From an optimization exercise on the open Yosys and OpenROAD flow, aimed at small area and a short achievable clock period; shortcuts taken in it are not production practice.
RTL that was checked went through simulation tests only; none was proved equivalent to the original.
Power is estimated from default activity; no workload was simulated.

==> module sparc_exu_alu, before the edit <==
module sparc_exu_alu
(
   alu_byp_rd_data_e, exu_ifu_brpc_e, exu_lsu_ldst_va_e,
   exu_lsu_early_va_e, exu_mmu_early_va_e, alu_ecl_add_n64_e,
   alu_ecl_add_n32_e, alu_ecl_log_n64_e, alu_ecl_log_n32_e,
   alu_ecl_zhigh_e, alu_ecl_zlow_e, exu_ifu_regz_e,
   alu_ecl_adderin2_63_e, alu_ecl_adderin2_31_e,
   alu_ecl_adder_out_63_e, alu_ecl_cout32_e, alu_ecl_cout64_e_l,
   alu_ecl_mem_addr_invalid_e_l,
   cen, rclk, byp_alu_rs1_data_e, byp_alu_rs2_data_e_l,
   byp_alu_rs3_data_e, byp_alu_rcc_data_e, ecl_alu_cin_e,
   ifu_exu_invert_d, ecl_alu_log_sel_and_e, ecl_alu_log_sel_or_e,
   ecl_alu_log_sel_xor_e, ecl_alu_log_sel_move_e,
   ecl_alu_out_sel_sum_e_l, ecl_alu_out_sel_rs3_e_l,
   ecl_alu_out_sel_shift_e_l, ecl_alu_out_sel_logic_e_l,
   shft_alu_shift_out_e, ecl_alu_sethi_inst_e, ifu_lsu_casa_e
   );
   input cen;
   input rclk;
   input [63:0] byp_alu_rs1_data_e;
   input [63:0] byp_alu_rs2_data_e_l;
   input [63:0] byp_alu_rs3_data_e;
   input [63:0] byp_alu_rcc_data_e;
   input        ecl_alu_cin_e;
   input        ifu_exu_invert_d;
   input        ecl_alu_log_sel_and_e;
   input        ecl_alu_log_sel_or_e;
   input        ecl_alu_log_sel_xor_e;
   input        ecl_alu_log_sel_move_e;
   input        ecl_alu_out_sel_sum_e_l;
   input        ecl_alu_out_sel_rs3_e_l;
   input        ecl_alu_out_sel_shift_e_l;
   input        ecl_alu_out_sel_logic_e_l;
   input [63:0] shft_alu_shift_out_e;
   input        ecl_alu_sethi_inst_e;
   input        ifu_lsu_casa_e;
   output [63:0] alu_byp_rd_data_e;
   output [47:0] exu_ifu_brpc_e;
   output [47:0] exu_lsu_ldst_va_e;
   output [10:3] exu_lsu_early_va_e;
   output [7:0]  exu_mmu_early_va_e;
   output        alu_ecl_add_n64_e;
   output        alu_ecl_add_n32_e;
   output        alu_ecl_log_n64_e;
   output        alu_ecl_log_n32_e;
   output        alu_ecl_zhigh_e;
   output        alu_ecl_zlow_e;
   output        exu_ifu_regz_e;
   output        alu_ecl_adderin2_63_e;
   output        alu_ecl_adderin2_31_e;
   output        alu_ecl_adder_out_63_e;
   output        alu_ecl_cout32_e;
   output        alu_ecl_cout64_e_l;
   output        alu_ecl_mem_addr_invalid_e_l;
   wire [63:0] a = byp_alu_rs1_data_e;
   wire [63:0] rs2 = ~byp_alu_rs2_data_e_l;
   wire        cin = ecl_alu_cin_e;
   reg invert_e;
   always @(posedge rclk) invert_e <= ifu_exu_invert_d;
   wire [63:0] b;
   alu_bx bx (.rs2_l(byp_alu_rs2_data_e_l), .inv(invert_e), .b(b));
   wire [63:0] p, gn, tn;
   alu_pgen pgen (.a(a), .b(b), .p(p));
   alu_gt gtgen (.a(a), .b(b), .gn(gn), .tn(tn));
   wire [63:0] g = ~gn, t = ~tn;
   wire [64:0] c;
   alu_carry carry (.gn(gn), .tn(tn), .cin(cin), .c(c));
   wire [63:0] sum;
   alu_sum sumx (.p(p), .c(c[63:0]), .s(sum));
   reg [63:0] sum_q;
   always @(posedge rclk) if (cen) sum_q <= sum;
   wire s_g = ecl_alu_log_sel_and_e | ecl_alu_log_sel_or_e;
   wire s_p = ecl_alu_log_sel_or_e | ecl_alu_log_sel_xor_e;
   wire s_mlo = ecl_alu_log_sel_move_e;
   wire s_mhi = ecl_alu_log_sel_move_e & ~ecl_alu_sethi_inst_e;
   wire o_lg = ~ecl_alu_out_sel_logic_e_l;
   wire [63:0] gk, mk;
   alu_lterm lterm (.gn(gn), .rs2_l(byp_alu_rs2_data_e_l), .kgn(~(s_g & o_lg)),
                    .kmn_lo(~(s_mlo & o_lg)), .kmn_hi(~(s_mhi & o_lg)), .gk(gk), .mk(mk));
   alu_rdmux rdmux (.sum_q(sum_q), .rs3(byp_alu_rs3_data_e), .sh(shft_alu_shift_out_e),
                    .p(p), .gk(gk), .mk(mk), .sel_sum(~ecl_alu_out_sel_sum_e_l),
                    .sel_rs3(~ecl_alu_out_sel_rs3_e_l), .sel_sh(~ecl_alu_out_sel_shift_e_l),
                    .kp(s_p & o_lg), .rd(alu_byp_rd_data_e));
   assign alu_ecl_log_n64_e = (~gn[63] & s_g) | (p[63] & s_p) | (rs2[63] & s_mhi);
   assign alu_ecl_log_n32_e = (~gn[31] & s_g) | (p[31] & s_p) | (rs2[31] & s_mlo);
   wire zg_lo, zg_hi, zt_lo, zt_hi, zp_lo, zp_hi, zm_lo, zm_hi;
   alu_o64 gz (.x(gn), .olo(zg_lo), .ohi(zg_hi));
   alu_o64 tz (.x(tn), .olo(zt_lo), .ohi(zt_hi));
   alu_z64 pz (.x(p), .zlo(zp_lo), .zhi(zp_hi), .z());
   alu_o64 mz (.x(byp_alu_rs2_data_e_l), .olo(zm_lo), .ohi(zm_hi));
   assign lg_zlo = (ecl_alu_log_sel_and_e & zg_lo) | (ecl_alu_log_sel_or_e & zt_lo) |
                   (ecl_alu_log_sel_xor_e & zp_lo) | (ecl_alu_log_sel_move_e & zm_lo);
   assign lg_zhi = (ecl_alu_log_sel_and_e & zg_hi) | (ecl_alu_log_sel_or_e & zt_hi) |
                   (ecl_alu_log_sel_xor_e & zp_hi) |
                   (ecl_alu_log_sel_move_e & (zm_hi | ecl_alu_sethi_inst_e));
   wire spr_zlo, spr_zhi, lg_zlo, lg_zhi;
   alu_sprz sprz (.p(p), .tn(tn), .cin(cin), .zlo(spr_zlo), .zhi(spr_zhi));
   assign alu_ecl_zlow_e  = ecl_alu_out_sel_sum_e_l ? lg_zlo : spr_zlo;
   assign alu_ecl_zhigh_e = ecl_alu_out_sel_sum_e_l ? lg_zhi : spr_zhi;
   alu_va va (.a(a), .sum_q(sum_q), .casa(ifu_lsu_casa_e), .ncasa(~ifu_lsu_casa_e),
              .va(exu_lsu_ldst_va_e),
              .ok_l(alu_ecl_mem_addr_invalid_e_l));
   alu_z64 rccz (.x(byp_alu_rcc_data_e), .zlo(), .zhi(), .z(exu_ifu_regz_e));
   assign exu_ifu_brpc_e = sum_q[47:0];
   assign exu_lsu_early_va_e = sum_q[10:3];
   assign exu_mmu_early_va_e = sum_q[7:0];
   assign alu_ecl_add_n64_e = sum_q[63];
   assign alu_ecl_adder_out_63_e = sum_q[63];
   assign alu_ecl_add_n32_e = sum_q[31];
   assign alu_ecl_adderin2_63_e = b[63];
   assign alu_ecl_adderin2_31_e = b[31];
   assign alu_ecl_cout32_e = c[32];
   assign alu_ecl_cout64_e_l = ~c[64];
endmodule
Settings: LEC_CHECK=0, CAP_MARGIN=20, CORE_MARGIN=2, CORE_UTILIZATION=40, CTS_BUF_LIST=sky130_fd_sc_hd__clkbuf_8, CTS_CLUSTER_DIAMETER=100, CTS_CLUSTER_SIZE=30, SETUP_SLACK_MARGIN=3.0, SLEW_MARGIN=20, SYNTH_HIERARCHICAL=1; clock period 9.0 ns.
standard.sh (not shown) runs the stock make flow with config.mk's settings and CLKGATE_MAP_FILE= SYNTH_SCRIPT=/design/flow/synth_recipe.tcl, a recipe that flattens the netlist after the stock synthesis.
==> flow/flow/run.sh <==
#!/bin/bash
# The standard layout (standard.sh) with two changes:
#  - the smallest buffer (buf_1) on every port;
#  - synthesis maps with ABC script flow/abc.script (in a copy of ORFS's
#    scripts folder, where it replaces abc_speed.script).
# Extra ORFS settings: 'CTS_ARGS=-sink_clustering_enable -repair_clock_nets -sink_clustering_size 30 -sink_clustering_max_diameter 100 -buf_list sky130_fd_sc_hd__clkbuf_8 -dont_use_dummy_load'
# Each ORFS step writes its full log under orfs/logs/; make's output goes to
# standard_flow.log.
set -euo pipefail
rm -rf scripts_abc
cp -r "$FLOW_HOME/scripts" scripts_abc
cp flow/abc.script scripts_abc/abc_speed.script
export BUFFER_PORTS_ARGS="-buffer_cell sky130_fd_sc_hd__buf_1"
bash standard.sh SCRIPTS_DIR="$PWD/scripts_abc" 'CTS_ARGS=-sink_clustering_enable -repair_clock_nets -sink_clustering_size 30 -sink_clustering_max_diameter 100 -buf_list sky130_fd_sc_hd__clkbuf_8 -dont_use_dummy_load' finish > standard_flow.log 2>&1
==> flow/flow/abc.script <==
&get -n
&st
&syn2
&dch -f
&nf -p -R 10
&put
topo
stime -c
dnsize -c
Change:
--- a/flow/design.v
+++ b/flow/design.v
@@ -85,8 +85,9 @@
    assign alu_ecl_log_n32_e = (~gn[31] & s_g) | (p[31] & s_p) | (rs2[31] & s_mlo);
    wire zg_lo, zg_hi, zt_lo, zt_hi, zp_lo, zp_hi, zm_lo, zm_hi;
    alu_o64 gz (.x(gn), .olo(zg_lo), .ohi(zg_hi));
-   alu_o64 tz (.x(tn), .olo(zt_lo), .ohi(zt_hi));
    alu_z64 pz (.x(p), .zlo(zp_lo), .zhi(zp_hi), .z());
+   assign zt_lo = zg_lo & zp_lo;
+   assign zt_hi = zg_hi & zp_hi;
    alu_o64 mz (.x(byp_alu_rs2_data_e_l), .olo(zm_lo), .ohi(zm_hi));
    assign lg_zlo = (ecl_alu_log_sel_and_e & zg_lo) | (ecl_alu_log_sel_or_e & zt_lo) |
                    (ecl_alu_log_sel_xor_e & zp_lo) | (ecl_alu_log_sel_move_e & zm_lo);
=>
- core utilization falls by 0.63 points
- clock power stays flat
- clock-buffer cell count does not change
- routed wire length stays flat
- worst setup slack got worse by 0.086 ns
- power falls slightly
- hold slack improved by 0.14 ns
- design area falls slightly
- via count falls by a few percent
- area after synthesis falls slightly
- global-route usage rises by 0.85 points
For the second run of this note, only the layout was checked, not whether the RTL still works.

## what the ideal ports hide
The results above use ideal ports. As a check the final layouts listed here were re-extracted and re-timed, cells and wires unchanged. Step 1 (the two cells are an assumption about what drives the block):
set clk [get_ports {rclk}]
set_driving_cell -lib_cell sky130_fd_sc_hd__clkbuf_16 $clk
set_driving_cell -lib_cell sky130_fd_sc_hd__buf_2 [delete_from_list [all_inputs] $clk]
Step 2, shift: input delay + t, output delay - t, t = (earliest + latest rising clock arrival at the registers) / 2. This alone moves slack from input paths to output paths. Slacks: ideal ports / drivers / drivers and shift; pairs: ideal ports / drivers.
run	t (ns)	setup slack, ns	hold WS [ns]	latest minus earliest clock arrival (ns)	cell pins on the clock port's net
the first run	0.418	3.062 / 3.010 / 3.010	1.269 / 1.269 / 1.269	0.022 / 0.022	1
the second run	0.418	2.976 / 2.949 / 2.949	1.411 / 1.411 / 1.411	0.031 / 0.031	1
After both steps setup and hold are still met in every run listed. The setup slack of the first run, which loses most, moves by -0.052 ns with the drivers and by -0.052 ns with both steps.
